From an optimization exercise on the open Yosys and OpenROAD flow, aimed at a short achievable clock period and few clock cycles; shortcuts taken in it are not production practice.
Only simulation tests tie the RTL to the original design; equivalence was not proved.
Power figures rest on the tool's default switching activity, not on a simulated workload.

--- flow/config.mk ---
export PLATFORM = sky130hd
export DESIGN_NAME = myCPU
export DESIGN_NICKNAME = myCPU
export VERILOG_FILES = /design/flow/design.v
export SDC_FILE = /design/flow/constraint.sdc
export NUM_CORES = 8
export LEC_CHECK = 0
export CAP_MARGIN = 20
export CORE_MARGIN = 2
export CORE_UTILIZATION = 45
export SETUP_SLACK_MARGIN = 5
export SLEW_MARGIN = 20
export SYNTH_HIERARCHICAL = 1
--- flow/constraint.sdc ---
create_clock -name core_clock -period 8.0 [get_ports {cpu_clk}]
set_input_delay 1.6000 -clock core_clock [delete_from_list [all_inputs] [get_ports {cpu_clk}]]
set_output_delay 1.6000 -clock core_clock [all_outputs]
set_load 0.01 [all_outputs]
--- flow/design.v ---
module ks_inv (input a, output y);
  assign y = ~a;
endmodule
module ks_nand2 (input a, input b, output y);
  assign y = ~(a & b);
endmodule
module ks_nor2 (input a, input b, output y);
  assign y = ~(a | b);
endmodule
module ks_xor2 (input a, input b, output y);
  assign y = a ^ b;
endmodule
module ks_xnor2 (input a, input b, output y);
  assign y = ~(a ^ b);
endmodule
module ks_aoi21 (input a, input b, input c, output y);
  assign y = ~(a | (b & c));
endmodule
module ks_oai21 (input a, input b, input c, output y);
  assign y = ~(a & (b | c));
endmodule
module ks_majn (input a, input b, input c, output y);
  assign y = ~((a & b) | ((a | b) & c));
endmodule
module ks_prefix #(parameter N = 32) (
    input  [N-1:0] gn,    
    input  [N-1:0] tn,    
    output [N-1:0] c      
);
  localparam L = (N <= 2) ? 1 : (N <= 4) ? 2 : (N <= 8) ? 3 : (N <= 16) ? 4 : 5;
  wire [N-1:0] G[0:L];
  wire [N-1:0] T[0:L];
  assign G[0] = gn;
  assign T[0] = tn;
  genvar l, i;
  generate
    for (l = 1; l <= L; l = l + 1) begin : LV
      for (i = 0; i < N; i = i + 1) begin : C
        if (i >= (1 << (l - 1))) begin : CMB
          if (l % 2 == 1) begin : LH
            ks_oai21 ug (.a(G[l-1][i]), .b(T[l-1][i]), .c(G[l-1][i-(1<<(l-1))]), .y(G[l][i]));
            if (i >= (1 << l)) begin : BT
              ks_nor2 ut (.a(T[l-1][i]), .b(T[l-1][i-(1<<(l-1))]), .y(T[l][i]));
            end else begin : NT
              assign T[l][i] = 1'b0;
            end
          end else begin : HL
            ks_aoi21 ug (.a(G[l-1][i]), .b(T[l-1][i]), .c(G[l-1][i-(1<<(l-1))]), .y(G[l][i]));
            if (i >= (1 << l)) begin : BT
              ks_nand2 ut (.a(T[l-1][i]), .b(T[l-1][i-(1<<(l-1))]), .y(T[l][i]));
            end else begin : NT
              assign T[l][i] = 1'b0;
            end
          end
        end else begin : PASS
          ks_inv ug (.a(G[l-1][i]), .y(G[l][i]));
          assign T[l][i] = 1'b0;
        end
      end
    end
    if (L % 2 == 1) begin : OH
      assign c = G[L];
    end else begin : OL
      for (i = 0; i < N; i = i + 1) begin : CI
        ks_inv u (.a(G[L][i]), .y(c[i]));
      end
    end
  endgenerate
endmodule
module ks_add #(parameter N = 32) (
    input  [N-1:0] a,
    input  [N-1:0] b,
    input          cin,
    output [N-1:0] s
);
  wire [N-1:0] x, gn, tn, c;
  genvar i;
  generate
    for (i = 0; i < N; i = i + 1) begin : B
      ks_xor2 ux (.a(a[i]), .b(b[i]), .y(x[i]));
      if (i == 0) begin : B0
        ks_majn ug (.a(a[0]), .b(b[0]), .c(cin), .y(gn[0]));
        assign tn[0] = 1'b1;
        ks_xor2 us (.a(x[0]), .b(cin), .y(s[0]));
      end else begin : BI
        ks_nand2 ug (.a(a[i]), .b(b[i]), .y(gn[i]));
        ks_nor2  ut (.a(a[i]), .b(b[i]), .y(tn[i]));
        ks_xor2  us (.a(x[i]), .b(c[i-1]), .y(s[i]));
      end
    end
  endgenerate
  ks_prefix #(.N(N)) up (.gn(gn), .tn(tn), .c(c));
endmodule
module ks_inc #(parameter N = 30) (
    input  [N-1:0] a,
    output [N-1:0] s
);
  wire [N-1:0] gn, tn, c;
  genvar i;
  generate
    for (i = 0; i < N; i = i + 1) begin : B
      if (i == 0) begin : B0
        ks_inv ug (.a(a[0]), .y(gn[0]));
        assign tn[0] = 1'b1;
        ks_inv us (.a(a[0]), .y(s[0]));
      end else begin : BI
        assign gn[i] = 1'b1;
        ks_inv ut (.a(a[i]), .y(tn[i]));
        ks_xor2 us (.a(a[i]), .b(c[i-1]), .y(s[i]));
      end
    end
  endgenerate
  ks_prefix #(.N(N)) up (.gn(gn), .tn(tn), .c(c));
endmodule
module ks_lt #(parameter N = 32) (
    input  [N-1:0] a,
    input  [N-1:0] b,
    input          sgn,
    output         lt
);
  wire [N-1:0] aa, bn, gn, tn, c;
  assign aa = {a[N-1] ^ sgn, a[N-2:0]};
  assign bn = ~{b[N-1] ^ sgn, b[N-2:0]};
  genvar i;
  generate
    for (i = 0; i < N; i = i + 1) begin : B
      if (i == 0) begin : B0
        ks_nor2 ug (.a(aa[0]), .b(bn[0]), .y(gn[0]));
        assign tn[0] = 1'b1;
      end else begin : BI
        ks_nand2 ug (.a(aa[i]), .b(bn[i]), .y(gn[i]));
        ks_nor2  ut (.a(aa[i]), .b(bn[i]), .y(tn[i]));
      end
    end
  endgenerate
  ks_prefix #(.N(N)) up (.gn(gn), .tn(tn), .c(c));
  assign lt = ~c[N-1];
endmodule
module ks_eq #(parameter N = 32) (
    input  [N-1:0] a,
    input  [N-1:0] b,
    output         eq
);
  wire [N-1:0] e;
  genvar i;
  generate
    for (i = 0; i < N; i = i + 1) begin : B
      ks_xnor2 u (.a(a[i]), .b(b[i]), .y(e[i]));
    end
  endgenerate
  wire [15:0] l1;
  wire [7:0]  l2;
  wire [3:0]  l3;
  wire [1:0]  l4;
  wire        l5;
  generate
    for (i = 0; i < 16; i = i + 1) begin : C1
      ks_nand2 u (.a(e[2*i]), .b(e[2*i+1]), .y(l1[i]));
    end
    for (i = 0; i < 8; i = i + 1) begin : C2
      ks_nor2 u (.a(l1[2*i]), .b(l1[2*i+1]), .y(l2[i]));
    end
    for (i = 0; i < 4; i = i + 1) begin : C3
      ks_nand2 u (.a(l2[2*i]), .b(l2[2*i+1]), .y(l3[i]));
    end
    for (i = 0; i < 2; i = i + 1) begin : C4
      ks_nor2 u (.a(l3[2*i]), .b(l3[2*i+1]), .y(l4[i]));
    end
  endgenerate
  ks_nand2 u5 (.a(l4[0]), .b(l4[1]), .y(l5));
  ks_inv u6 (.a(l5), .y(eq));
endmodule
`timescale 1ns / 1ps
module myCPU (
    input wire cpu_rst,
    input wire cpu_clk,
    output wire [13:0] inst_addr,
    input  wire [31:0] inst,
    output wire [31:0] Bus_addr,
    input  wire [31:0] Bus_rdata,
    output wire        Bus_wen,
    output wire [31:0] Bus_wdata
    , 
    output wire        debug_wb_have_inst,
    output wire [31:0] debug_wb_pc,
    output             debug_wb_ena,
    output wire [ 4:0] debug_wb_reg,
    output wire [31:0] debug_wb_value
);
  localparam NB = 8;             
  localparam NL = 4;             
  wire clk = cpu_clk;
  wire rst = cpu_rst;
  reg  [31:0] pc_f;
  reg  [13:0] pc_o;              
  reg  [13:0] pc_b;              
  reg         d_valid;
  reg  [31:0] d_inst;
  reg  [31:0] d_pc;
  reg  [31:0] d_pc4;
  reg         d_hit;
  reg         d_ptaken;
  reg         d_is_lui, d_is_auipc, d_is_jal, d_is_jalr, d_is_br, d_is_ld, d_is_st, d_is_alu;
  reg         d_use1, d_use2;
  reg         p_1E, p_2E, p_1M, p_2M, p_1W, p_2W;    
  reg  [31:1]  q_oh1, q_oh2;     
  reg         d_bpos, d_bneg;    
  reg  [31:0] d_tq;              
  reg         d_fz;              
  reg         d_zeq, d_zgt, d_zinv;    
  reg         e_dec;             
  reg         e_valid;
  reg  [31:0] e_pc;
  reg  [31:0] e_pc4;
  reg  [31:0] e_pnpc;
  reg  [31:0] e_a;
  reg  [31:0] e_b;
  reg  [31:0] e_sd;
  reg  [31:0] e_timm;
  reg  [31:0] m_fa, m_fb, m_fs, m_fxa;
  reg  [ 4:0] m_fxb;
  reg         e_t1, e_t0, e_m1, e_m0, e_uselt;
  reg         e_r_add, e_r_slt, e_r_sltu, e_r_and, e_r_or, e_r_xor, e_r_sll, e_r_sr, e_r_pre;
  reg         e_sub, e_sra, e_sgn;
  reg  [ 4:0] e_rd;
  reg         e_rfwe;
  reg         e_ld;
  reg         e_sw;
  reg         e_sbsh;
  reg  [ 2:0] e_f3;
  reg         e_br;
  reg         e_jal;
  reg         e_jalr;
  reg         e_tok;
  reg         e_nok;
  reg         e_ret;
  reg         e_call;
  reg         m_valid;
  reg  [31:0] m_pc;
  reg  [31:0] m_sum;
  reg  [31:0] m_oth;
  reg         m_add;
  reg  [ 4:0] m_rd;
  reg         m_rfwe;
  reg         m_ld;
  reg  [ 2:0] m_f3;
  reg  [31:0] m_addr;
  reg         m_sbsh;
  reg  [31:0] m_sd;
  reg         w_we;
  reg  [ 4:0] w_rd;
  reg  [31:0] w_val;
  reg  [31:1] w_sel;
  reg         o_have;
  reg  [31:0] o_pc;
  reg         o_ena;
  reg  [ 4:0] o_rd;
  reg  [31:0] o_val;
  reg  [31:0] bus_addr_r;
  reg         bus_wen_r;
  reg  [31:0] bus_wdata_r;
  reg         r_redir;
  reg         r_sj, r_st;
  reg  [31:0] r_jt;
  reg  [31:0] r_tgt;
  reg  [31:0] r_pc4;
  reg         u_valid;
  reg  [13:0] u_tag;
  reg  [13:0] u_tgt;
  reg         u_taken;
  reg         u_br;
  reg         u_ret;
  reg         u_call;
  reg  [31:0] ras;
  reg  [NL-1:0] lv;
  reg  [13:0] ltag  [0:NL-1];
  reg  [ 6:0] llast [0:NL-1];
  reg  [ 6:0] lcur  [0:NL-1];
  reg  [ 6:0] lccur [0:NL-1];
  reg  [NL-1:0] lex;
  reg  [ 1:0] lptr;
  reg         d_lhit, d_lx;
  reg  [NL-1:0] d_lsel;
  reg         e_lback, e_lx;
  reg  [NL-1:0] e_lsel;
  reg  [ 6:0] e_lcnt;
  reg         u_lv, u_lx;
  reg  [NL-1:0] u_lsel;
  reg  [ 6:0] u_lcnt;
  reg  [NL-1:0] u_lok;
  reg         btb_v   [0:NB-1];
  reg  [13:0] btb_tag [0:NB-1];
  reg  [ 2:0] btb_ptr;
  reg  [13:0] btb_tgt [0:NB-1];
  reg  [ 1:0] btb_ctr [0:NB-1];
  reg         btb_ret [0:NB-1];
  reg         btb_call[0:NB-1];
  reg  [31:0] rf      [1:31];
  reg  [31:1] rf_ok;             
  reg  [NB-1:0] f_m;
  reg           f_hit, f_ret;
  reg  [ 1:0]   f_ctr;
  reg  [13:0]   f_tgt;
  integer k;
  always @(*) begin
    f_hit = 1'b0; f_ret = 1'b0; f_ctr = 2'b00; f_tgt = 14'd0;
    for (k = 0; k < NB; k = k + 1) begin
      f_m[k] = btb_v[k] && (btb_tag[k] == pc_b);
      f_hit  = f_hit | f_m[k];
      f_ret  = f_ret | (f_m[k] & btb_ret[k]);
      f_ctr  = f_ctr | ({2{f_m[k]}} & btb_ctr[k]);
      f_tgt  = f_tgt | ({14{f_m[k]}} & btb_tgt[k]);
    end
  end
  reg  [NL-1:0] f_lm;
  integer kk;
  always @(*) begin
    for (kk = 0; kk < NL; kk = kk + 1) f_lm[kk] = lv[kk] && (ltag[kk] == pc_b);
  end
  wire          f_lhit = |f_lm;
  wire          f_lx = |(f_lm & lex & ~({NL{d_valid && d_lhit}} & d_lsel));
  wire          f_ptaken = f_hit && f_ctr[1] && !f_lx;
  wire [31:0]   f_pc4;
  assign f_pc4[1:0] = pc_f[1:0];
  ks_inc #(.N(30)) u_finc (.a(pc_f[31:2]), .s(f_pc4[31:2]));
  wire [31:0]   f_btgt = f_ret ? ras : {pc_f[31:16], f_tgt, 2'b00};
  wire [31:0]   f_pnpc = f_ptaken ? f_btgt : f_pc4;
  assign inst_addr = pc_o;
  wire [6:0] f_op = inst[6:0];
  wire f_is_lui   = f_op == 7'b0110111;
  wire f_is_auipc = f_op == 7'b0010111;
  wire f_is_jal   = f_op == 7'b1101111;
  wire f_is_jalr  = f_op == 7'b1100111;
  wire f_is_br    = f_op == 7'b1100011;
  wire f_is_ld    = f_op == 7'b0000011;
  wire f_is_st    = f_op == 7'b0100011;
  wire f_is_opi   = f_op == 7'b0010011;
  wire f_is_op    = f_op == 7'b0110011;
  wire [15:0] f_immB = {{4{inst[31]}}, inst[7], inst[30:25], inst[11:8], 1'b0};
  wire [15:0] f_immJ = {inst[15:12], inst[20], inst[30:21], 1'b0};
  wire [15:0] f_tqB, f_tqJ;
  ks_add #(.N(16)) u_ftqb (.a(pc_f[15:0]), .b(f_immB), .cin(1'b0), .s(f_tqB));
  ks_add #(.N(16)) u_ftqj (.a(pc_f[15:0]), .b(f_immJ), .cin(1'b0), .s(f_tqJ));
  wire [31:0] f_tq   = {pc_f[31:16], f_is_jal ? f_tqJ : f_tqB};
  wire f_rdt_n = f_is_jal || (f_is_br && inst[31] && !f_lx);
  wire f_rdr_n = f_is_jalr && inst[11:7] == 5'd0 && inst[31:20] == 12'd0;
  wire f_rd_t = (f_is_jal && !f_ptaken) || (f_is_br && inst[31] && !f_hit && !f_lx);
  wire f_rd_r = f_rdr_n && !f_ptaken;
  wire [31:0] f_nohit = f_rdt_n ? f_tq : f_rdr_n ? ras : f_pc4;
  reg  [13:0] f_tsel;
  reg         f_anyt, f_anyr, f_any4;
  integer kt;
  always @(*) begin
    f_tsel = 14'd0; f_anyt = 1'b0; f_anyr = 1'b0; f_any4 = 1'b0;
    for (kt = 0; kt < NB; kt = kt + 1) begin
      f_tsel = f_tsel | ({14{f_m[kt] & btb_ctr[kt][1] & !btb_ret[kt] & !f_lx}} & btb_tgt[kt]);
      f_anyt = f_anyt | (f_m[kt] & btb_ctr[kt][1] & !btb_ret[kt] & !f_lx);
      f_anyr = f_anyr | (f_m[kt] & btb_ctr[kt][1] & btb_ret[kt] & !f_lx);
      f_any4 = f_any4 | (f_m[kt] & (!btb_ctr[kt][1] | f_lx));
    end
  end
  wire [31:0] f_pnpc2 = {({16{f_anyt}} & pc_f[31:16]), f_tsel, 2'b00}
                      | ({32{f_anyr}} & ras)
                      | ({32{f_any4}} & f_pc4)
                      | ({32{!f_hit}} & f_nohit);
  wire [ 4:0] d_rd  = d_inst[11:7];
  wire [ 2:0] d_f3  = d_inst[14:12];
  wire [ 4:0] d_rs1 = d_inst[19:15];
  wire [ 4:0] d_rs2 = d_inst[24:20];
  wire        d_f7b = d_inst[30];
  wire        d_is_ctl = d_is_jal | d_is_jalr | d_is_br;
  wire        d_is_mem = d_is_ld | d_is_st;
  wire        d_rfwe = ~(d_is_br | d_is_st);
  wire        d_sub = d_is_alu && d_inst[5] && d_f7b && d_f3 == 3'b000;
  wire        d_call = (d_is_jal || d_is_jalr) && d_rd != 5'd0;
  wire [31:0] d_immI = {{20{d_inst[31]}}, d_inst[31:20]};
  wire [31:0] d_immS = {{20{d_inst[31]}}, d_inst[31:25], d_inst[11:7]};
  wire [31:0] d_immB = {{20{d_inst[31]}}, d_inst[7], d_inst[30:25], d_inst[11:8], 1'b0};
  wire [31:0] d_immJ = {{12{d_inst[31]}}, d_inst[19:12], d_inst[20], d_inst[30:21], 1'b0};
  wire [31:0] d_immU = {d_inst[31:12], 12'd0};
  wire [31:0] d_timm = d_is_jal ? d_immJ : d_immB;
  function automatic addeq(input [31:0] a, input [31:0] b, input [31:0] x);
    reg [31:0] k, co;
    begin
      k  = a ^ b ^ x;
      co = (a & b) | ((a ^ b) & k);
      addeq = !k[0] && (k[31:1] == co[30:0]);
    end
  endfunction
  wire [1:0]  m_alo = m_addr[1:0];
  wire [31:0] m_rsh = Bus_rdata >> {m_alo, 3'b000};
  wire [31:0] m_ldv = m_f3[1] ? Bus_rdata :
                      m_f3[0] ? {{16{~m_f3[2] & m_rsh[15]}}, m_rsh[15:0]} :
                                {{24{~m_f3[2] & m_rsh[7]}}, m_rsh[7:0]};
  wire [31:0] m_val = m_ld ? m_ldv : m_add ? m_sum : m_oth;
  wire e_wr = e_valid && e_rfwe && (e_rd != 5'd0);
  wire m_wr = m_valid && m_rfwe && (m_rd != 5'd0);
  wire d_1E = p_1E;
  wire d_2E = p_2E;
  wire d_1M = p_1M;
  wire d_2M = p_2M;
  wire d_1W = p_1W;
  wire d_2W = p_2W;
  reg  [31:0] d_rf1, d_rf2;
  always @(*) begin
    d_rf1 = 32'd0;
    d_rf2 = 32'd0;
    for (k = 1; k < 32; k = k + 1) begin
      d_rf1 = d_rf1 | ({32{q_oh1[k]}} & rf[k]);
      d_rf2 = d_rf2 | ({32{q_oh2[k]}} & rf[k]);
    end
  end
  wire [31:0] d_v1 = ({32{d_1M}} & m_val) | ({32{d_1W}} & w_val) | d_rf1;
  wire [31:0] d_v2 = ({32{d_2M}} & m_val) | ({32{d_2W}} & w_val) | d_rf2;
  wire d_bsel = d_use2 && !d_is_st;    
  wire d_lduse = e_ld && ((d_use1 && d_1E) || (d_use2 && d_2E));
  wire d_subfw = d_bneg && d_2E;
  wire d_memrmw = e_valid && e_sbsh && d_is_mem;
  wire stall_d = d_valid && (d_lduse || d_subfw || d_memrmw);
  wire       d_wr   = d_valid && d_rfwe && (d_rd != 5'd0);
  wire       e_wrl  = e_live && e_rfwe && (e_rd != 5'd0);
  wire [4:0] i_rs1 = inst[19:15];
  wire [4:0] i_rs2 = inst[24:20];
  wire n_1E = !stall_d && d_wr && (d_rd == i_rs1);
  wire n_2E = !stall_d && d_wr && (d_rd == i_rs2);
  wire f_1M = e_wrl && (e_rd == i_rs1);
  wire f_2M = e_wrl && (e_rd == i_rs2);
  wire f_1W = m_wr && (m_rd == i_rs1) && !f_1M;
  wire f_2W = m_wr && (m_rd == i_rs2) && !f_2M;
  wire s_1M = e_wrl && (e_rd == d_rs1);
  wire s_2M = e_wrl && (e_rd == d_rs2);
  wire s_1W = m_wr && (m_rd == d_rs1) && !s_1M;
  wire s_2W = m_wr && (m_rd == d_rs2) && !s_2M;
  wire n_1M = stall_d ? s_1M : f_1M;
  wire n_2M = stall_d ? s_2M : f_2M;
  wire n_1W = stall_d ? s_1W : f_1W;
  wire n_2W = stall_d ? s_2W : f_2W;
  reg  [31:1] f_oh1, f_oh2, s_oh1, s_oh2;
  integer q;
  always @(*) begin
    for (q = 1; q < 32; q = q + 1) begin
      f_oh1[q] = (i_rs1 == q) && (rf_ok[q] || w_sel[q]) && !f_1M && !f_1W;
      f_oh2[q] = (i_rs2 == q) && (rf_ok[q] || w_sel[q]) && !f_2M && !f_2W;
      s_oh1[q] = (d_rs1 == q) && (rf_ok[q] || w_sel[q]) && !s_1M && !s_1W;
      s_oh2[q] = (d_rs2 == q) && (rf_ok[q] || w_sel[q]) && !s_2M && !s_2W;
    end
  end
  wire [31:1] n_oh1 = stall_d ? s_oh1 : f_oh1;
  wire [31:1] n_oh2 = stall_d ? s_oh2 : f_oh2;
  wire d_back = d_inst[31];
  wire d_rd_seq = !d_is_ctl && d_ptaken;
  wire [31:0] ea;
  wire [4:0] d_brr = (d_rs1 == 5'd0) ? d_rs2 : d_rs1;
  wire d_early = d_fz && e_live && e_dec && (e_rd == d_brr);
  wire d_eq1 = (ea == 32'd1);
  wire d_imin = ea[31] && (ea[30:0] == 31'd0);
  wire d_gt1 = (!ea[31] && (ea[30:1] != 30'd0)) || d_imin;
  wire d_lt1 = (ea[31] && !d_imin) || (ea == 32'd0);
  wire d_et = (d_zeq ? d_eq1 : d_zgt ? d_gt1 : d_lt1) ^ d_zinv;
  wire d_emis = d_early && (d_et != d_ptaken);
  wire redir_d = d_valid && !stall_d && !r_redir && (d_rd_seq || d_emis);
  wire d_rdt = d_emis && d_et;
  wire [31:0] d_rdpc = d_rdt ? d_tq : d_pc4;
  wire d_lxe = d_early ? !d_et : d_lx;
  wire [31:0] d_pnpc = pc_f;
  wire d_tok_p = addeq(d_pc, d_timm, d_pnpc);
  wire d_tok_q = addeq(d_pc, d_timm, d_tq);
  wire d_tok = d_emis ? (d_et && d_tok_q) : (!d_rd_seq && d_tok_p);
  wire d_nok = d_emis ? !d_et : (d_rd_seq || d_pnpc == d_pc4);
  wire d_t1 = d_is_jal || (d_is_br && !d_f3[0]);
  wire d_t0 = d_is_jal || (d_is_br && d_f3[0]);
  wire d_m1 = d_t1 ? !d_tok : !d_nok;
  wire d_m0 = d_t0 ? !d_tok : !d_nok;
  wire d_shift = d_is_alu && d_f3[1:0] == 2'b01;
  wire d_r_add  = (d_is_alu && d_f3 == 3'b000) || d_is_mem || d_is_lui || d_is_auipc;
  wire d_r_sll  = d_is_alu && d_f3 == 3'b001;
  wire d_r_slt  = d_is_alu && d_f3 == 3'b010;
  wire d_r_sltu = d_is_alu && d_f3 == 3'b011;
  wire d_r_xor  = d_is_alu && d_f3 == 3'b100;
  wire d_r_sr   = d_is_alu && d_f3 == 3'b101;
  wire d_r_or   = d_is_alu && d_f3 == 3'b110;
  wire d_r_and  = d_is_alu && d_f3 == 3'b111;
  wire d_r_pre  = d_is_jal || d_is_jalr;
  assign ea = e_a | m_fa;
  wire [31:0] eb = e_b  | m_fb;
  wire [31:0] es = e_sd | m_fs;
  wire [31:0] xa = e_a  | m_fxa;
  wire [ 4:0] xb = e_b[4:0] | m_fxb;
  wire [31:0] e_sum;
  ks_add #(.N(32)) u_eadd (.a(ea), .b(eb), .cin(e_sub), .s(e_sum));
  wire        e_eq;
  ks_eq #(.N(32)) u_eeq (.a(ea), .b(eb), .eq(e_eq));
  wire        e_lt;              
  ks_lt #(.N(32)) u_elt (.a(ea), .b(eb), .sgn(e_sgn), .lt(e_lt));
  wire [31:0] e_tgt;
  ks_add #(.N(32)) u_etgt (.a(e_pc), .b(e_timm), .cin(1'b0), .s(e_tgt));
  wire [31:0] e_sll = xa << xb;
  wire signed [32:0] e_srx = {e_sra & xa[31], xa};
  wire [32:0] e_srs = e_srx >>> xb;
  wire [31:0] e_sr  = e_srs[31:0];
  wire [31:0] e_oth = ({32{e_r_slt | e_r_sltu}} & {31'd0, e_lt})
                    | ({32{e_r_and}} & (ea & eb))
                    | ({32{e_r_or}} & (ea | eb))
                    | ({32{e_r_xor}} & (ea ^ eb))
                    | ({32{e_r_sll}} & e_sll)
                    | ({32{e_r_sr}} & e_sr)
                    | ({32{e_r_pre}} & e_pc4);
  wire [31:0] e_jk = ea ^ eb ^ e_pnpc;
  wire [31:0] e_jg = ea & eb;
  wire [31:0] e_jco = e_jg | ((ea ^ eb) & e_jk);
  wire        e_jok = (e_jk[1] == e_jg[0]) && (e_jk[31:2] == e_jco[30:1]);
  wire e_raw = e_uselt ? e_lt : e_eq;
  wire e_taken = e_raw ? e_t1 : e_t0;
  wire [31:0] e_jt = {e_sum[31:1], 1'b0};
  wire e_mis = e_jalr ? !e_jok : (e_raw ? e_m1 : e_m0);
  wire e_live = e_valid && !r_redir;
  wire [31:0] r_rpc = r_sj ? r_jt : r_st ? r_tgt : r_pc4;
  wire [31:0] m_merge;
  assign m_merge[7:0]   = (m_f3[0] ? !m_alo[1] : m_alo == 2'd0) ? m_sd[7:0] : Bus_rdata[7:0];
  assign m_merge[15:8]  = m_f3[0] ? (!m_alo[1] ? m_sd[15:8] : Bus_rdata[15:8])
                                  : (m_alo == 2'd1 ? m_sd[7:0] : Bus_rdata[15:8]);
  assign m_merge[23:16] = (m_f3[0] ? m_alo[1] : m_alo == 2'd2) ? m_sd[7:0] : Bus_rdata[23:16];
  assign m_merge[31:24] = m_f3[0] ? (m_alo[1] ? m_sd[15:8] : Bus_rdata[31:24])
                                  : (m_alo == 2'd3 ? m_sd[7:0] : Bus_rdata[31:24]);
  assign Bus_addr  = bus_addr_r;
  assign Bus_wen   = bus_wen_r;
  assign Bus_wdata = bus_wdata_r;
  integer i;
  wire [31:0] pc_next = r_redir ? r_rpc : redir_d ? d_rdpc : f_pnpc2;
  always @(posedge clk or posedge rst) begin
    if (rst) begin
      pc_f <= 32'd0;
    end else if (pc_upd) begin
      pc_f <= pc_next;
    end
  end
  wire pc_upd = r_redir || redir_d || !stall_d;
  always @(posedge clk) begin
    pc_b <= pc_upd ? pc_next[15:2] : pc_o;
  end
  always @(posedge clk or posedge rst) begin
    if (rst) begin
      pc_o <= 14'd0;
    end else begin
      pc_o <= pc_upd ? pc_next[15:2] : pc_f[15:2];
    end
  end
  always @(posedge clk or posedge rst) begin
    if (rst) begin
      d_valid <= 1'b0;
    end else if (r_redir || redir_d) begin
      d_valid <= 1'b0;
    end else if (!stall_d) begin
      d_valid <= 1'b1;
    end
  end
  always @(posedge clk) begin
    if (!stall_d) begin
      d_inst     <= inst;
      d_pc       <= pc_f;
      d_pc4      <= f_pc4;
      d_hit      <= f_hit;
      d_ptaken   <= f_ptaken || f_rd_t || f_rd_r;
      d_lhit     <= f_lhit;
      d_lsel     <= f_lm;
      d_lx       <= f_lx;
      d_is_lui   <= f_is_lui;
      d_is_auipc <= f_is_auipc;
      d_is_jal   <= f_is_jal;
      d_is_jalr  <= f_is_jalr;
      d_is_br    <= f_is_br;
      d_is_ld    <= f_is_ld;
      d_is_st    <= f_is_st;
      d_is_alu   <= f_is_op || f_is_opi;
      d_use1     <= !(f_is_lui || f_is_auipc || f_is_jal);
      d_use2     <= f_is_op || f_is_br || f_is_st;
      d_bpos     <= f_is_br || (f_is_op && !(inst[30] && inst[14:12] == 3'b000));
      d_bneg     <= f_is_op && inst[30] && inst[14:12] == 3'b000;
      d_tq       <= f_tq;
      d_fz       <= f_is_br && ((inst[19:15] == 5'd0) != (inst[24:20] == 5'd0)) && inst[13] == 1'b0;
      d_zeq      <= !inst[14];
      d_zgt      <= inst[14] && inst[19:15] == 5'd0;
      d_zinv     <= inst[12];
    end
  end
  always @(posedge clk) begin
    p_1E <= n_1E;
    p_2E <= n_2E;
    p_1M <= n_1M;
    p_2M <= n_2M;
    p_1W <= n_1W;
    p_2W <= n_2W;
    q_oh1 <= n_oh1;
    q_oh2 <= n_oh2;
  end
  always @(posedge clk or posedge rst) begin
    if (rst) begin
      e_valid <= 1'b0;
    end else begin
      e_valid <= d_valid && !stall_d && !r_redir;
    end
  end
  always @(posedge clk) begin
    e_pc    <= d_pc;
    e_pc4   <= d_pc4;
    e_timm  <= d_timm;
    e_pnpc  <= redir_d ? d_rdpc : d_pnpc;
    e_a     <= ({32{d_is_auipc}} & d_pc) | ({32{d_use1 && !d_1E}} & d_v1);
    e_b     <= ({32{!d_bsel}} & (d_is_st ? d_immS : (d_is_lui || d_is_auipc) ? d_immU : d_immI))
             | ({32{d_bpos && !d_2E}} & d_v2) | ({32{d_bneg}} & ~d_v2);
    e_sd    <= {32{!d_2E}} & d_v2;
    m_fa    <= ({32{d_use1 && d_1E && e_r_add}} & e_sum) | ({32{d_use1 && d_1E && !e_r_add}} & e_oth);
    m_fb    <= ({32{d_bsel && d_2E && e_r_add}} & e_sum) | ({32{d_bsel && d_2E && !e_r_add}} & e_oth);
    m_fs    <= ({32{d_2E && e_r_add}} & e_sum) | ({32{d_2E && !e_r_add}} & e_oth);
    m_fxa   <= ({32{d_shift && d_1E && e_r_add}} & e_sum) | ({32{d_shift && d_1E && !e_r_add}} & e_oth);
    m_fxb   <= ({5{d_shift && d_bsel && d_2E && e_r_add}} & e_sum[4:0]) | ({5{d_shift && d_bsel && d_2E && !e_r_add}} & e_oth[4:0]);
    e_t1    <= d_t1;
    e_t0    <= d_t0;
    e_m1    <= d_m1;
    e_m0    <= d_m0;
    e_uselt <= d_f3[2];
    e_r_add <= d_r_add;
    e_r_slt <= d_r_slt;
    e_r_sltu <= d_r_sltu;
    e_r_and <= d_r_and;
    e_r_or  <= d_r_or;
    e_r_xor <= d_r_xor;
    e_r_sll <= d_r_sll;
    e_r_sr  <= d_r_sr;
    e_r_pre <= d_r_pre;
    e_sub   <= d_sub;
    e_sra   <= d_f7b;
    e_sgn   <= d_is_br ? !d_f3[1] : !d_f3[0];
    e_rd    <= d_rd;
    e_rfwe  <= d_rfwe;
    e_ld    <= d_is_ld;
    e_sw    <= d_is_st && d_f3[1];
    e_sbsh  <= d_is_st && !d_f3[1];
    e_f3    <= d_f3;
    e_br    <= d_is_br;
    e_jal   <= d_is_jal;
    e_jalr  <= d_is_jalr;
    e_tok   <= d_tok;
    e_nok   <= d_nok;
    e_ret   <= d_is_jalr && d_rd == 5'd0 && d_inst[31:20] == 12'd0;
    e_call  <= d_call;
    e_lback <= d_is_br && d_back;
    e_lx    <= d_lxe;
    e_dec   <= d_is_alu && !d_inst[5] && d_f3 == 3'b000 && d_rd == d_rs1 && d_rd != 5'd0 && d_inst[31:20] == 12'hfff;
    e_lsel  <= d_lhit ? d_lsel : l_new;
    e_lcnt  <= d_lhit ? d_lcur : 7'd0;
  end
  always @(posedge clk or posedge rst) begin
    if (rst) begin
      m_valid <= 1'b0;
      m_sbsh  <= 1'b0;
      bus_wen_r <= 1'b0;
      r_redir <= 1'b0;
      u_valid <= 1'b0;
      u_lv    <= 1'b0;
    end else begin
      m_valid <= e_live;
      m_sbsh  <= e_live && e_sbsh;
      bus_wen_r <= (e_live && e_sw) || m_sbsh;
      r_redir <= e_live && e_mis;
      u_valid <= e_live && (e_jal || e_jalr || e_br);
      u_lv    <= e_live && e_lback;
    end
  end
  always @(posedge clk) begin
    m_pc   <= e_pc;
    m_sum  <= e_sum;
    m_oth  <= e_oth;
    m_add  <= e_r_add;
    m_rd   <= e_rd;
    m_rfwe <= e_rfwe;
    m_ld   <= e_ld;
    m_f3   <= e_f3;
    m_addr <= e_sum;
    m_sd   <= es;
    bus_addr_r <= m_sbsh ? m_addr : e_sum;
    bus_wdata_r <= m_sbsh ? m_merge : es;
    r_sj   <= e_jalr;
    r_st   <= e_taken;
    r_jt   <= e_jt;
    r_tgt  <= e_tgt;
    r_pc4  <= e_pc4;
    u_tag  <= e_pc[15:2];
    u_tgt  <= e_jalr ? e_jt[15:2] : e_tgt[15:2];
    u_taken <= e_taken || e_jalr;
    u_lx    <= e_lx;
    u_lsel  <= e_lsel;
    u_lcnt  <= e_lcnt;
    for (i = 0; i < NL; i = i + 1) u_lok[i] <= e_lsel[i] && ltag[i] == e_pc[15:2];
    u_br   <= e_br;
    u_ret  <= e_ret;
    u_call <= e_call;
  end
  always @(posedge clk or posedge rst) begin
    if (rst) begin
      w_we  <= 1'b0;
      w_sel <= 31'd0;
    end else begin
      w_we  <= m_wr;
      for (i = 1; i < 32; i = i + 1) w_sel[i] <= m_wr && m_rd == i;
    end
  end
  always @(posedge clk) begin
    if (m_wr) begin
      w_rd  <= m_rd;
      w_val <= m_val;
    end
  end
  always @(posedge clk or posedge rst) begin
    if (rst) begin
      o_have <= 1'b0;
    end else begin
      o_have <= m_valid;
    end
  end
  always @(posedge clk) begin
    o_pc  <= m_pc;
    o_ena <= m_rfwe;
    o_rd  <= m_rd;
    o_val <= m_val;
  end
  always @(posedge clk) begin
    for (i = 1; i < 32; i = i + 1) begin
      if (w_sel[i]) rf[i] <= w_val;
    end
  end
  always @(posedge clk or posedge rst) begin
    if (rst) begin
      rf_ok <= 31'd0;
    end else begin
      rf_ok <= rf_ok | w_sel;
    end
  end
  always @(posedge clk or posedge rst) begin
    if (rst) begin
      ras <= 32'd0;
    end else if (d_valid && !stall_d && !r_redir && d_call) begin
      ras <= d_pc4;
    end
  end
  reg  [ 6:0] d_lcur;
  reg  [NL-1:0] l_new;
  integer kl;
  always @(*) begin
    d_lcur = 7'd0;
    for (kl = 0; kl < NL; kl = kl + 1) begin
      d_lcur   = d_lcur | ({7{d_lsel[kl]}} & lcur[kl]);
      l_new[kl] = (lptr == kl);
    end
  end
  wire       l_dgo = d_valid && !stall_d && !r_redir && d_is_br && d_back;
  wire [6:0] u_lcnt1 = (u_lcnt == 7'h7f) ? 7'h7f : u_lcnt + 7'd1;
  reg  [6:0] l_cur_n  [0:NL-1];
  reg  [6:0] l_last_n [0:NL-1];
  reg  [6:0] l_ccur_n [0:NL-1];
  reg  [NL-1:0] l_ex_n;
  always @(*) begin
    for (kl = 0; kl < NL; kl = kl + 1) begin
      l_last_n[kl] = llast[kl];
      l_ccur_n[kl] = lccur[kl];
      l_cur_n[kl]  = lcur[kl];
      if (u_lv && u_lok[kl]) begin
        if (u_taken) begin
          l_ccur_n[kl] = u_lcnt1;
          if (u_lx) l_last_n[kl] = 7'd0;
        end else begin
          l_ccur_n[kl] = 7'd0;
          l_last_n[kl] = (u_lcnt == 7'h7f) ? 7'd0 : u_lcnt1;
        end
      end
      l_ex_n[kl] = (l_last_n[kl] != 7'd0) &&
                   (r_redir ? (l_ccur_n[kl] + 7'd1 == l_last_n[kl]) :
                    (l_dgo && d_lhit && d_lsel[kl]) ? (d_lxe ? (l_last_n[kl] == 7'd1) : (lcur[kl] + 7'd2 == l_last_n[kl])) :
                    (l_dgo && !d_lhit && l_new[kl]) ? 1'b0 :
                    (lcur[kl] + 7'd1 == l_last_n[kl]));
      if (r_redir) begin
        l_cur_n[kl] = l_ccur_n[kl];
      end else if (l_dgo && d_lhit && d_lsel[kl]) begin
        l_cur_n[kl] = d_lxe ? 7'd0 : (lcur[kl] == 7'h7f) ? 7'h7f : lcur[kl] + 7'd1;
      end else if (l_dgo && !d_lhit && l_new[kl]) begin
        l_cur_n[kl]  = 7'd1;
        l_last_n[kl] = 7'd0;
        l_ccur_n[kl] = 7'd0;
      end
    end
  end
  always @(posedge clk or posedge rst) begin
    if (rst) begin
      lv   <= {NL{1'b0}};
      lptr <= 2'd0;
      lex  <= {NL{1'b0}};
    end else begin
      if (l_dgo && !d_lhit) begin
        lv   <= lv | l_new;
        lptr <= lptr + 2'd1;
      end
      for (i = 0; i < NL; i = i + 1)
        lex[i] <= l_ex_n[i];
    end
  end
  always @(posedge clk) begin
    for (i = 0; i < NL; i = i + 1) begin
      lcur[i]  <= l_cur_n[i];
      llast[i] <= l_last_n[i];
      lccur[i] <= l_ccur_n[i];
      if (l_dgo && !d_lhit && l_new[i]) ltag[i] <= d_pc[15:2];
    end
  end
  reg  [NB-1:0] u_m;
  integer j;
  reg           u_hit;
  reg  [ 1:0]   u_ctr;
  always @(*) begin
    u_hit = 1'b0; u_ctr = 2'b00;
    for (j = 0; j < NB; j = j + 1) begin
      u_m[j] = btb_v[j] && (btb_tag[j] == u_tag);
      u_hit  = u_hit | u_m[j];
      u_ctr  = u_ctr | ({2{u_m[j]}} & btb_ctr[j]);
    end
  end
  wire [1:0] u_ctr_inc = (u_ctr == 2'b11) ? 2'b11 : u_ctr + 2'b01;
  wire [1:0] u_ctr_dec = (u_ctr == 2'b00) ? 2'b00 : u_ctr - 2'b01;
  wire       u_alloc = u_valid && !u_hit && u_taken;
  wire [1:0] u_ctr_new = !u_br ? 2'b11 : !u_hit ? 2'b10 : u_taken ? u_ctr_inc : u_ctr_dec;
  always @(posedge clk or posedge rst) begin
    if (rst) begin
      btb_ptr <= 3'd0;
      for (i = 0; i < NB; i = i + 1) begin
        btb_v[i]   <= 1'b0;
        btb_ctr[i] <= 2'b00;
      end
    end else begin
      if (u_alloc) btb_ptr <= btb_ptr + 3'd1;
      for (i = 0; i < NB; i = i + 1) begin
        if (u_valid && (u_hit ? u_m[i] : (u_taken && btb_ptr == i))) begin
          btb_v[i]   <= 1'b1;
          btb_ctr[i] <= u_ctr_new;
        end
      end
    end
  end
  always @(posedge clk) begin
    for (i = 0; i < NB; i = i + 1) begin
      if (u_valid && (u_hit ? u_m[i] : (u_taken && btb_ptr == i))) begin
        btb_tag[i]  <= u_tag;
        btb_ret[i]  <= u_ret;
        btb_call[i] <= u_call;
        if (u_taken) btb_tgt[i] <= u_tgt;
      end
    end
  end
  assign debug_wb_have_inst = o_have;
  assign debug_wb_pc        = o_pc;
  assign debug_wb_ena       = o_ena;
  assign debug_wb_reg       = o_rd;
  assign debug_wb_value     = o_val;
endmodule
--- flow/run.sh ---
#!/bin/bash
# synth_recipe.tcl (not shown) runs the flow's synth.tcl, then flattens the netlist and writes it again
# the make line also repeats each setting of config.mk as NAME=value (left out here)
make -C /OpenROAD-flow-scripts/flow DESIGN_CONFIG=/design/flow/config.mk WORK_HOME=/design/flow/orfs CLKGATE_MAP_FILE= SYNTH_SCRIPT=/design/flow/synth_recipe.tcl finish
==> flow_summary_export.csv <==
group,metric,value,unit
outcome,status,"finished clean",
sta,post-route-period-util,47.5,%
placed_design,dpl_cell_area,125000,um^2
power,power_density,335,nW/um^2
die,core_area,259000,um^2
hold_path,min_from,"m_pc[31]",
cts,cts_max_path_buffers,4,
critical_path,setup.worst_path.class,"reg -> reg",
sta,worst_pin_slew,1.23,ns
sta,setup_slack,4.20,ns
global_routing,grt.overflow.total,0,
cts,clk_pin_slew_worst_paths,0.07,ns
critical_path,required,8.82,ns
sta,finalCriticalPeriod,3.80,ns
die,io_pins,216,
finish,fin_area,144000,um^2
sta,setup-violations-final,0,
critical_path,cp_top_family,"simple AND/OR/NAND/NOR gates",
global_routing,grt_pass1_wl,786,mm
critical_path,reg2regPathDepth,12,
cts,cts_tree,"done",
routing,ant_nets,0,
cts,clkLatencyLatePin,0.99,ns
cts,tritoncts.num_buffers,288,
power,peakVddDrop,294,uV
routing,via_per_inst,6.92,
hold_path,whs_path_depth,0,
critical_path,cp.arrival,4.62,ns
sta,hold_viol,0,
die,placementRows,187,
critical_path,slowest_stage,"or4_4",
synth,syn_area,117000,um^2
sta,rsz0062_at_grt,"yes",
cts,cts.sinks,2527,
global_routing,antenna_found_initial,50,
die,die_h,515,um
routing,wl_met1,206,mm
critical_path,cp-end-kind,"flip-flop",
power,p_total,48.2,mW
routing,wl_met2,243,mm
critical_path,critPathBufInv,2,
die,die_w,515,um
flow_run,maxCapViolCount,0,
routing,dr.pass1.iters,12,
hold_path,hp-class,"reg -> reg",
cts,cts_htree_levels,5,
synth,yosysWarningCount,24,
hold_path,hold_end,"o_pc[31]",
critical_path,crit_path_max_incr_delay,0.58,ns
routing,routed_wl,591,mm
critical_path,r2r_setup_slack,4.20,ns
sta,setup_tns,0,ns
sta,report.final.slew_viol_count,0,
placed_design,gp_congestion,1.06,
global_routing,grt.total_usage,42.9,%
finish,drive_gt1_share,23.7,%
routing,via_count,102219,
sta,slew_headroom,17.0,%
placed_design,portBuffers,215,
critical_path,cp_common_cell,"or4_4",
critical_path,path_max_fanout,8,
sta,max_freq,263,MHz
cts,root_buffer,"clkbuf_16",
critical_path,worstPathCellList,"buf_12, nor2b_4, a2111oi_4, nand4_1, or4_4, or2_4, or4_4, buf_6, mux2i_1, o22ai_2, a21oi_1, nor3_1",
power,cellLeakagePower,52.2,nW
synth,avgSynthCellArea,11.3,um^2
global_routing,grt_pass1_vias,95212,
routing,drc,0,
synth,syn-instance-count,10418,
placed_design,dp_hpwl,381,mm
critical_path,rr_startpoint,"d_inst[16]",
routing,wl_met3,86.3,mm
cts,cts_hold_buf,0,
finish,utilization,55.4,%
finish,final_nets,11398,
routing,first_iter_violations,18779,
placed_design,place_ws,2.34,ns
routing,highest_layer,"met5",
global_routing,grt_max_degree,136,
sta,skew,0.107,ns
critical_path,worstSetupStartpointType,"flip-flop",
finish,fill_cells,21757,
die,die_area,265000,um^2
die,start_util,45.2,%
routing,drt-wirelength-per-cell,40.0,um
finish,syn2layout_area_growth,22.6,%
critical_path,r2r-end,"pc_f[1]",
-- sequential cells by signal, indices dropped and copies added, names as in the netlist, 56 cells and up --
signal	flops
rf	992
ltag	56
btb_tag	112
btb_tgt	112
-- final cells by class --
cell class                 instances  area (um^2)  area share, %
tap                             3402         4260           2.96
clock inverter                   130         1400          0.974
sequential                      2527        66600           46.3
clock buffer                     368         7910           5.50
inverter                         454         1800           1.25
antenna                           28         70.1         0.0487
multi-input combinational       6959        52600           36.6
timing repair buffer             908         9150           6.36
-- per-layer routing --
layer / track usage, % / vias to the layer above
li1: - / 40327
met1: 52.8 / 49908
met2: 61.4 / 9198
met3: 15.9 / 2752
met4: 31.6 / 34
met5: 0.511 / -
-- per-stage QoR --
step	hold slack, ns	instances
finish	0.291	14776
global route	0.305	14754
CTS	0.300	14604
detailed placement	0.312	13855
global placement	0.312	13848
floorplan	0.310	10486
-- worst max-delay path by stage --
stage,slack [ns],startpoint,cells after the start,end
6_report,4.20,d_inst[16],12,pc_f[1]
5_1_grt,4.14,d_inst[16],11,pc_f[12]
4_1_cts,4.13,d_inst[16],11,pc_f[13]
3_5_place_dp,2.34,inst[5],9,pc_f[14]
3_3_place_gp,1.32,Bus_rdata[13],8,e_a[5]
2_1_floorplan,4.01,cpu_rst,1,btb_ctr[0][0]
-- report_power, final --
part	switching [mW]	total (mW)	internal, mW
combinational	9.77	15.3	5.51
sequential	3.25	19.5	16.3
clock	5.54	13.3	7.80
-- timing repair --
| item | in CTS | in global routing |
|---|---|---|
| pin swaps | 108 | 183 |
| gates cloned | 23 | 14 |
| buffers inserted | 228 | 123 |
| gates resized for setup | 1578 | 601 |
| endpoints found under the setup margin | 1270 | 767 |
-- layout by cell type, fill, tap and decap left out, types with 49 or more instances in the layout --
master and instances:
edfxtp_1 1466, nor2_1 778, nand2_1 744, dfxtp_1 674, a22oi_1 658, xnor2_1 556
buf_4 492, inv_1 420, xor2_1 324, nand4_1 316, o21ai_1 316, a22o_1 311
clkbuf_16 309, a21oi_2 276, a221oi_1 260, buf_6 203, a21oi_1 179, dfrtp_1 149
dfxtp_2 144, nand3_1 143, mux2i_1 143, o21ai_0 129, ha_1 119, mux2_2 91
or2_2 80, fa_1 75, conb_1 70, and2_1 69, nor4_1 67, buf_12 66
dfxtp_4 57, nor3_1 56, nor2b_1 52, clkbuf_1 50, o211ai_1 49
Testbench counts, summed over its fixed seeds: cycles 81,724.

[what the ideal ports hide]
The results above use ideal ports. As a check the final layout listed here was re-extracted and re-timed, cells and wires unchanged.
Step 1, drivers: a clkbuf_16 drives cpu_clk and a buf_2 each remaining input, both assumed.
Step 2 times the ports against the registers' clock, not the clock port: input delays grow and output delays shrink by t, the midpoint of the rising clock arrivals with the driver on.
Slacks: no drivers / after step 1 / after step 2; pairs: no drivers / after step 1.
shift t [ns]: 1.050
slack for setup (ns): 4.202 / 4.202 / 3.265
clock arrival spread, ns: 0.107 / 0.107
slew at the worst register clock pin (ns): 0.07 / 0.07
worst data-port slew with drivers (ns): 0.15
After both steps this run still meets setup and hold. The setup slack of this run moves by 0.000 ns with the drivers and by -0.937 ns with both steps.
